What follows belongs to an exercise in optimizing a design on an open flow for small area; a production flow would make more cautious choices.
The RTL was checked by simulation tests, not by an equivalence proof against the original design.
In this run the design's own scripts or RTL, not TritonCTS, make the clock network.
The flow treats the clock pin as an ideal source. Dropping or thinning the clock tree relies on that and would not hold on a real chip.

==> design.v <==
`timescale 1ns / 1ps
module RX(
    input wire          clk,
    input wire          rst_n,
    input wire          rx_en,
    input wire [1:0]    parity,
    input wire [2:0]    data_bits,
    input wire          stop_bit,
    input wire [15:0]   rx_divisor,
    input wire          rx,
    input wire          rx_data_read,
    input wire          fifo_en,
    input wire          fifo_full,
    output wire         rx_success,
    output wire [8:0]   rx_data,
    output wire         rx_idle,
    output wire         rx_done,
    output wire [2:0]   error
    );
    localparam S_WAIT  = 3'b000,
               S_DONE  = 3'b001,
               S_ABORT = 3'b010,
               S_START = 3'b100,
               S_DATA  = 3'b101,
               S_PAR   = 3'b110,
               S_STOP  = 3'b111;
    reg [2:0]  state;
        reg [15:0] counter;
    reg [3:0]  sample_counter;
    reg [2:0]  samples;
    reg        rx_in;
    reg [2:0]  nb_code;       
    reg [3:0]  remain;        
    reg        par_en;
    reg        par_acc;
    reg [8:0]  shreg;
    reg        ovr;
    wire idle_st  = ~state[2];
    wire st_start = (state == S_START);
    wire st_data  = (state == S_DATA);
    wire st_par   = (state == S_PAR);
    wire st_stop  = (state == S_STOP);
    wire rx_negedge;
    wire start_detect = idle_st & rx_negedge;
    wire tick    = (counter == 16'd1);
    wire bit_end = tick & (sample_counter == 4'd15);
    wire bit_mid = tick & (sample_counter == 4'd10);
    wire frame_end = st_stop & bit_mid & (remain == 4'd10);
    assign rx_idle = (state == S_WAIT);
    assign rx_done = (state == S_DONE);
    reg nrx_sync1, nrx_sync2, nrx_d1;
    always @(posedge clk or negedge rst_n) begin
        if (!rst_n) begin
            nrx_sync1 <= 1'b0;
            nrx_sync2 <= 1'b0;
            nrx_d1    <= 1'b0;
        end else begin
            nrx_sync1 <= rx_en & ~rx;
            nrx_sync2 <= nrx_sync1;
            nrx_d1    <= nrx_sync2;
        end
    end
    wire rx_sync2 = ~nrx_sync2;
    assign rx_negedge = nrx_sync2 & ~nrx_d1;
    always @(posedge clk) begin
        counter <= ({16{~idle_st}} & (counter - 16'd1)) |
                   ({16{idle_st | tick}} & {4'b0, rx_divisor[15:4]});
        sample_counter <= {4{~idle_st}} & (sample_counter + {3'b0, tick});
    end
    always @(posedge clk) begin
        if (sample_counter == 4'd7) samples[0] <= rx_sync2;
        if (sample_counter == 4'd8) samples[1] <= rx_sync2;
        if (rx_idle)
            samples[2] <= 1'b0;
        else if (sample_counter == 4'd9)
            samples[2] <= rx_sync2;
        if (!frame_end)
            rx_in <= (samples[2] & samples[1]) | (samples[1] & samples[0]) | (samples[0] & samples[2]);
    end
    always @(posedge clk) begin
        if (idle_st) begin
            case (data_bits)
                3'd0: nb_code <= 3'd0;
                3'd1: nb_code <= 3'd1;
                3'd2: nb_code <= 3'd2;
                3'd4: nb_code <= 3'd4;
                default: nb_code <= 3'd3;
            endcase
            remain  <= {1'b0, nb_code} + {3'b0, stop_bit};
            par_en  <= parity[1] ^ parity[0];
            par_acc <= parity[0] & ~parity[1];
        end else begin
            if (bit_end & ~st_par)
                remain <= remain - 4'd1;
            if (bit_end & (st_data | st_par))
                par_acc <= par_acc ^ rx_in;
        end
    end
    wire [8:0] ins;
    assign ins[3:0] = 4'b0;
    assign ins[4] = (nb_code == 3'd0);
    assign ins[5] = (nb_code == 3'd1);
    assign ins[6] = (nb_code == 3'd2);
    assign ins[7] = (nb_code == 3'd3);
    assign ins[8] = (nb_code == 3'd4);
    always @(posedge clk) begin
        if (st_start)
            shreg <= ins;
        else if (st_data & bit_end)
            shreg <= ({1'b0, shreg[8:1]} & ~ins) | ({9{rx_in}} & ins);
    end
    always @(posedge clk)
        ovr <= fifo_en ? fifo_full : ~rx_data_read;
    always @(posedge clk or negedge rst_n) begin
        if (!rst_n)
            state <= S_WAIT;
        else if (idle_st)
            state <= rx_negedge ? S_START : S_WAIT;
        else case (state)
            S_START: if (bit_mid) begin
                         if (rx_in) state <= S_ABORT;
                     end else if (bit_end)
                         state <= S_DATA;
            S_DATA:  if (bit_end & shreg[0])
                         state <= par_en ? S_PAR : S_STOP;
            S_PAR:   if (bit_end)
                         state <= S_STOP;
            default: if (frame_end)
                         state <= S_DONE;
        endcase
    end
    assign rx_data    = shreg;
    assign error[2]   = ~rx_in;
    assign error[1]   = par_en & par_acc;
    assign error[0]   = ovr;
    assign rx_success = ~(par_en & par_acc);
endmodule
==> flow/run.sh <==
#!/bin/bash
# Standard layout with these changes:
#  - synthesis without adder cells and with an area-oriented ABC script; the
#    script's deepsyn step is run with several random seeds and the smallest
#    netlist is kept (registers are the standard synthesis's in every trial)
#  - the smallest buffer on the ports
#  - a flat clock tree of clkbuf_8 buffers fed by the clock port (post_cts.tcl)
set -euo pipefail
here=$(pwd)
seeds="0 1 2 3 4 5 6 7 8 9 10 11"
ncores=${NUM_CORES:-4}
run_trial() {
  local s=$1 t="$here/trial_$1"
  mkdir -p "$t"
  cp -r "$FLOW_HOME/scripts" "$t/scripts"
  sed "s/SEED/$s/" "$here/flow/abc_area.script" > "$t/scripts/abc_area.script"
  sed "s|WORK_HOME=[^ ]*|WORK_HOME=$t/orfs|" "$here/standard.sh" > "$t/standard.sh"
  ADDER_MAP_FILE= SCRIPTS_DIR="$t/scripts" bash "$t/standard.sh" synth "MIN_BUF_CELL_AND_PORTS=sky130_fd_sc_hd__buf_1 A X" > "$t/synth.log" 2>&1 || true
}
n=0
for s in $seeds; do
  run_trial $s &
  n=$((n + 1))
  if [ $((n % ncores)) -eq 0 ]; then wait; fi
done
wait
best=""; best_area=""
for s in $seeds; do
  f="$here/trial_$s/orfs/reports/sky130hd/RX/base/synth_stat.txt"
  [ -f "$f" ] || continue
  a=$(awk '/Chip area for module/ {print $NF}' "$f")
  echo "trial $s: synthesis area $a" | tee -a "$here/trials.log"
  if [ -z "$best" ] || awk -v a="$a" -v b="$best_area" 'BEGIN {exit !(a < b)}'; then
    best=$s; best_area=$a
  fi
done
echo "chosen trial $best: $best_area" | tee -a "$here/trials.log"
cp -a "$here/trial_$best/orfs" "$here/orfs"
export BUFFER_PORTS_ARGS="-buffer_cell sky130_fd_sc_hd__buf_1"
export CTS_ARGS="-sink_clustering_enable -repair_clock_nets -dont_use_dummy_load -buf_list sky130_fd_sc_hd__clkbuf_4 -root_buf sky130_fd_sc_hd__clkbuf_4"
export POST_CTS_TCL="$here/flow/post_cts.tcl"
export TREE_CELL=sky130_fd_sc_hd__clkbuf_8
export TREE_N=3
export TREE_SLEW=0.110
bash standard.sh > layout.log 2>&1
==> flow/abc_area.script <==
&get -n
&st
&deepsyn -T 240 -J 50 -S SEED
&dch -f
&nf -R 1000 -F 8 -A 12 -C 24
&put
stime -c
==> flow/post_cts.tcl <==
# Replace the clock tree that CTS built by a flat one: the clock port drives
# N buffers of type TREE_CELL, each at the centre of a k-means cluster of the
# clock sinks. N starts at TREE_N and grows until the estimated clock-pin slew
# is at most TREE_SLEW (ns), trying a few clusterings for each N.
set ::block [ord::get_db_block]
set ::clknet [$::block findNet clk]

proc flatten_clock {} {
  # reconnect every clock sink to the clock net and remove the tree buffers
  global block clknet
  set tree {}
  foreach inst [$block getInsts] {
    set n [$inst getName]
    if {[string match "clkbuf_*" $n] || [string match "clktree_*" $n]} { lappend tree $inst }
  }
  foreach inst $tree {
    set onet [[$inst findITerm X] getNet]
    [$inst findITerm A] disconnect
    [$inst findITerm X] disconnect
    odb::dbInst_destroy $inst
    if {$onet != "NULL" && $onet != ""} {
      foreach it [$onet getITerms] { $it disconnect; $it connect $clknet }
      odb::dbNet_destroy $onet
    }
  }
}

proc build_tree {nb {seed 0}} {
  global block clknet
  set master [[ord::get_db] findMaster $::env(TREE_CELL)]
  set sinks {}
  foreach it [$clknet getITerms] {
    set loc [[$it getInst] getLocation]
    lappend sinks [list $it [lindex $loc 0] [lindex $loc 1]]
  }
  set sinks [lsort -integer -index 1 $sinks]
  set n [llength $sinks]
  set cent {}
  for {set g 0} {$g < $nb} {incr g} {
    set s [lindex $sinks [expr {(int(($g + 0.5) * $n / $nb) + $seed * 7 * ($g + 1)) % $n}]]
    lappend cent [list [lindex $s 1] [lindex $s 2]]
  }
  for {set iter 0} {$iter < 30} {incr iter} {
    set asg {}
    foreach s $sinks {
      set best 0; set bd 1e18
      for {set g 0} {$g < $nb} {incr g} {
        set c [lindex $cent $g]
        set d [expr {abs([lindex $s 1] - [lindex $c 0]) + abs([lindex $s 2] - [lindex $c 1])}]
        if {$d < $bd} { set bd $d; set best $g }
      }
      lappend asg $best
    }
    set nc {}
    for {set g 0} {$g < $nb} {incr g} {
      set sx 0; set sy 0; set k 0
      foreach s $sinks a $asg { if {$a == $g} { incr k; set sx [expr {$sx + [lindex $s 1]}]; set sy [expr {$sy + [lindex $s 2]}] } }
      if {$k > 0} { lappend nc [list [expr {$sx / $k}] [expr {$sy / $k}]] } else { lappend nc [lindex $cent $g] }
    }
    set cent $nc
  }
  for {set g 0} {$g < $nb} {incr g} {
    set inst [odb::dbInst_create $block $master "clktree_$g"]
    set net [odb::dbNet_create $block "clktree_net_$g"]
    $net setSigType CLOCK
    foreach s $sinks a $asg {
      if {$a == $g} { set it [lindex $s 0]; $it disconnect; $it connect $net }
    }
    # put the buffer at the centre of its cluster's bounding box
    set x0 1e18; set x1 -1e18; set y0 1e18; set y1 -1e18
    foreach s $sinks a $asg {
      if {$a == $g} {
        set x0 [expr {min($x0, [lindex $s 1])}]; set x1 [expr {max($x1, [lindex $s 1])}]
        set y0 [expr {min($y0, [lindex $s 2])}]; set y1 [expr {max($y1, [lindex $s 2])}]
      }
    }
    set c [list [expr {($x0 + $x1) / 2}] [expr {($y0 + $y1) / 2}]]
    $inst setLocation [expr {int([lindex $c 0])}] [expr {int([lindex $c 1])}]
    $inst setPlacementStatus PLACED
    [$inst findITerm A] connect $clknet
    [$inst findITerm X] connect $net
  }
  detailed_placement
  estimate_parasitics -placement
  set w 0
  foreach pin [get_pins -hierarchical */CLK] {
    set s [get_property $pin slew_max]
    if {$s > $w} { set w $s }
  }
  return $w
}

set_propagated_clock [all_clocks]
flatten_clock
set nb $::env(TREE_N)
while 1 {
  # try a few starting points for the clustering and keep the best
  set best_w 1e9; set best_seed 0
  for {set seed 0} {$seed < 6} {incr seed} {
    set w [build_tree $nb $seed]
    puts "clock tree: $nb x $::env(TREE_CELL), start $seed, worst estimated clock-pin slew $w"
    flatten_clock
    if {$w < $best_w} { set best_w $w; set best_seed $seed }
  }
  if {$best_w <= $::env(TREE_SLEW) || $nb >= 4} break
  incr nb
}
set w [build_tree $nb $best_seed]
puts "clock tree chosen: $nb x $::env(TREE_CELL), start $best_seed, worst estimated clock-pin slew $w"
check_placement -verbose
report_worst_slack -min
report_worst_slack -max
==> standard.sh <==
#!/bin/bash
# synth_recipe.tcl (not shown) runs the flow's synth.tcl, then flattens the netlist and writes it again
# the make line also repeats each setting of config.mk as NAME=value (left out here)
make -C /OpenROAD-flow-scripts/flow DESIGN_CONFIG=/design/flow/config.mk WORK_HOME=/design/flow/orfs CLKGATE_MAP_FILE= SYNTH_SCRIPT=/design/flow/synth_recipe.tcl "${@:-finish}"
==> config.mk <==
export PLATFORM = sky130hd
export DESIGN_NAME = RX
export DESIGN_NICKNAME = RX
export VERILOG_FILES = /design/flow/design.v
export SDC_FILE = /design/flow/constraint.sdc
export NUM_CORES = 4
export LEC_CHECK = 0
export ABC_AREA = 1
export CAP_MARGIN = 20
export CORE_MARGIN = 2
export CORE_UTILIZATION = 60
export SLEW_MARGIN = 20
==> constraint.sdc <==
create_clock -name core_clock -period 5.0 [get_ports {clk}]
set_input_delay 1.0000 -clock core_clock [delete_from_list [all_inputs] [get_ports {clk}]]
set_output_delay 1.0000 -clock core_clock [all_outputs]
set_load 0.01 [all_outputs]
==> impl_metrics.tcl <==
set metrics [dict create \
    status "finished clean" \
    yosys.area.top_type "dfxtp_1" \
    fin_crit_ns 2.94 \
    syn_area_per_cell_um2 9.72 \
    ys_warn_count 1 \
    syn_area_um2 2070 \
    layout_commonest_cell "buf_1" \
    cts.sinks 49 \
    critPathLaunchType "flip-flop" \
    grt_max_degree 25 \
    synth_top_family_by_area "simple AND/OR/NAND/NOR gates" \
    die_width_um 62.7 \
    syn_inst 213 \
    fillers 287 \
    mostFrequentLayoutCells "39 x buf_1, 27 x nor2_1, 26 x dfxtp_1" \
    diodes 0 \
    cp.required_ns 4.98 \
    first_iter_violations 105 \
    synth_nets 242 \
    drt_wl_total_mm 3.48 \
    gr-usage-all-layers 0.191 \
    cap_violations 0 \
    antenna_found_initial 0 \
    worst_clock_skew_ns 0.00900 \
    fin_crit_sh 0.588 \
    fin_nets 286 \
    max_freq_ghz 0.340 \
    totalPowerFinal_mw 0.896 \
    vias 1661 \
    setup_viol_count_final 0 \
    ys_types 33 \
    synth_compound_area_frac 0.174 \
    vias_per_cell 5.52 \
    gp_congestion 0.763 \
    synthAdderAreaFrac 0.00484 \
    antenna_left 0 \
    min_path_cells 0 \
    worst_ir_drop_vdd_mv 0.249 \
    rsz0062_at_grt "no" \
    worstPathMaxFanout 7 \
    p_leak_nw 0.871 \
    synth_top_cells_by_area "dfxtp_1 25%, edfxtp_1 25%, dfrtp_1 7.3%, a21oi_1 6.0%, nor2_1 4.9%" \
    hp-class "flip-flop to flip-flop" \
    synthSimpleGateAreaFrac 0.195 \
    dieArea_um2 3940 \
    worstMarginPinSlew_ns 0.634 \
    dp_hpwl_mm 2.58 \
    fp.dieH_um 62.7 \
    grt_pass1_wl_mm 6.20 \
    clkLatencyLatePin_ns 0.16 \
    grt_pass1_vias 1510 \
    drtPass1Iterations 4 \
    placed_cells 298 \
    area_growth_pct 12.0 \
    wl_per_cell_um 11.6 \
    synthMuxAreaShare 0 \
    synth_xor_area_frac 0.0339 \
    slew_headroom 0.577 \
    instances_no_fill 301 \
    crit_type "flip-flop to flip-flop" \
    netlist.area_leader.share 0.252 \
    synth.ff_latch_count 49 \
    rows 21 \
    ys_seq_area_frac 0.571 \
    rr_worst_depth 9 \
    ioPinCount 44 \
    initial_utilization 0.620 \
    core_area_um2 3340 \
    finalHoldViolCount 0 \
    clk_pin_slew_ns 0.10 \
    cellPowerDensity_nw_per_um2 386 \
    portBuffers 39 \
    crit_path_end_kind "flip-flop" \
    finalSetupTns_ns 0 \
    grt-ovfl-total 0 \
    drv_slew 0 \
    drc 0 \
    holdWs_ns 0.379 \
    drive_gt1_frac 0.0157 \
    cp_data_arrival_time_ns 2.92 \
]
==> critical path, cell delays in order, from the launching register on <==
cell	delay, ns
dfxtp_1	0.34
nor4_1	0.39
and4_1	0.35
and3_1	0.29
and3_1	0.32
o21ai_0	0.13
nand2b_1	0.26
clkinv_1	0.16
o21ai_0	0.22
nor4b_1	0.32
==> cells in the mapped netlist <==
| library cell | n |
|---|---|
| o21ai_0 | 16 |
| o22ai_1 | 1 |
| xnor2_1 | 5 |
| xor2_1 | 3 |
| or3_1 | 2 |
| nor3_1 | 7 |
| and2_0 | 1 |
| nand3_1 | 3 |
| buf_1 | 1 |
| a21oi_1 | 25 |
| nor3b_1 | 3 |
| nand2b_1 | 3 |
| maj3_1 | 1 |
| o21a_1 | 4 |
| a21o_1 | 2 |
| nor2_1 | 27 |
| clkinv_1 | 11 |
| nand3b_1 | 1 |
| or4_1 | 1 |
| and4_1 | 1 |
| o31ai_1 | 2 |
| a31oi_1 | 7 |
| edfxtp_1 | 17 |
| nand2_1 | 16 |
| nor2b_1 | 2 |
| o32ai_1 | 1 |
| nor4bb_1 | 1 |
| dfrtp_1 | 6 |
| dfxtp_1 | 26 |
| nor4b_1 | 2 |
| and3_1 | 5 |
| a22o_1 | 4 |
| nor4_1 | 6 |
==> cell type report <==
type                       count  area, µm²  area share
timing repair buffer          40        154      0.0664
sequential                    49       1180       0.509
inverter                      11       41.3      0.0178
buffer                         3       41.3      0.0178
tap                           46       57.6      0.0248
multi-input combinational    152        843       0.364
==> layer usage <==
metal	vias to the layer above	global-route usage	share of wire
met3	3	0.0324	0.028
met4	0	0.0417	0.0086
met2	29	0.367	0.51
met1	763	0.221	0.45
li1	866	-	-
met5	-	0	0
==> sequential cells by signal, indices dropped and copies added (netlist names) <==
signal / count
counter: 16
nb_code: 3
nrx_d1: 1
nrx_sync1: 1
nrx_sync2: 1
ovr: 1
par_acc: 1
par_en: 1
remain: 4
rx_in: 1
sample_counter: 4
samples: 3
shreg: 9
state: 3
==> final timing paths <==
check	to	slack, ns	from
worst max-delay path	shreg[8]	2.06	counter[9]
worst max register to register	shreg[8]	2.06	counter[9]
max in group asynchronous	nrx_sync2	4.09	rst_n
min in group asynchronous	state[2]	0.69	rst_n
worst min register to register	nrx_sync2	0.38	nrx_sync1
worst min-delay path	nrx_sync2	0.38	nrx_sync1
==> through the flow <==
step,area (µm²),setup WS (ns),util
global placement,2280,2.09,0.682
floorplan,2070,2.52,-
detailed placement,2280,2.10,0.682
global route,2320,1.73,0.695
finish,2320,2.06,0.695
==> report_power, final <==
part,total [mW],switching [mW],internal (mW)
clock network,0.148,0.0929,0.0556
registers,0.571,0.0729,0.498
logic,0.176,0.0948,0.0815
total,0.896,0.261,0.635
==> logic make-up after synthesis <==
kind of cell / Yosys count
flops: 49
simple gates: 81
buf+inv: 12
compound gates: 62
fa+ha+maj: 1
xor+xnor: 8

static timing again, ports no longer ideal:
How much do the figures lean on ideal ports? The routed layout below was timed once more, with nothing changed but the port constraints.
Step 1 assumes that a clkbuf_16 drives the clock port and a buf_2 every other input.
Step 2 times the ports against the registers' clock, not the clock port: input delays grow and output delays shrink by t, the midpoint of the rising clock arrivals with the driver on.
a / b / c = no drivers / after step 1 / after step 2; a / b = the first two.
shift t [ns]: 0.194
setup slack, ns: 2.058 / 2.058 / 2.058
worst data-port slew with drivers (ns): 0.03
After both steps setup and hold are still met in this run. For this run, drivers alone change the setup slack by 0.000 ns; drivers and shift together by 0.000 ns.
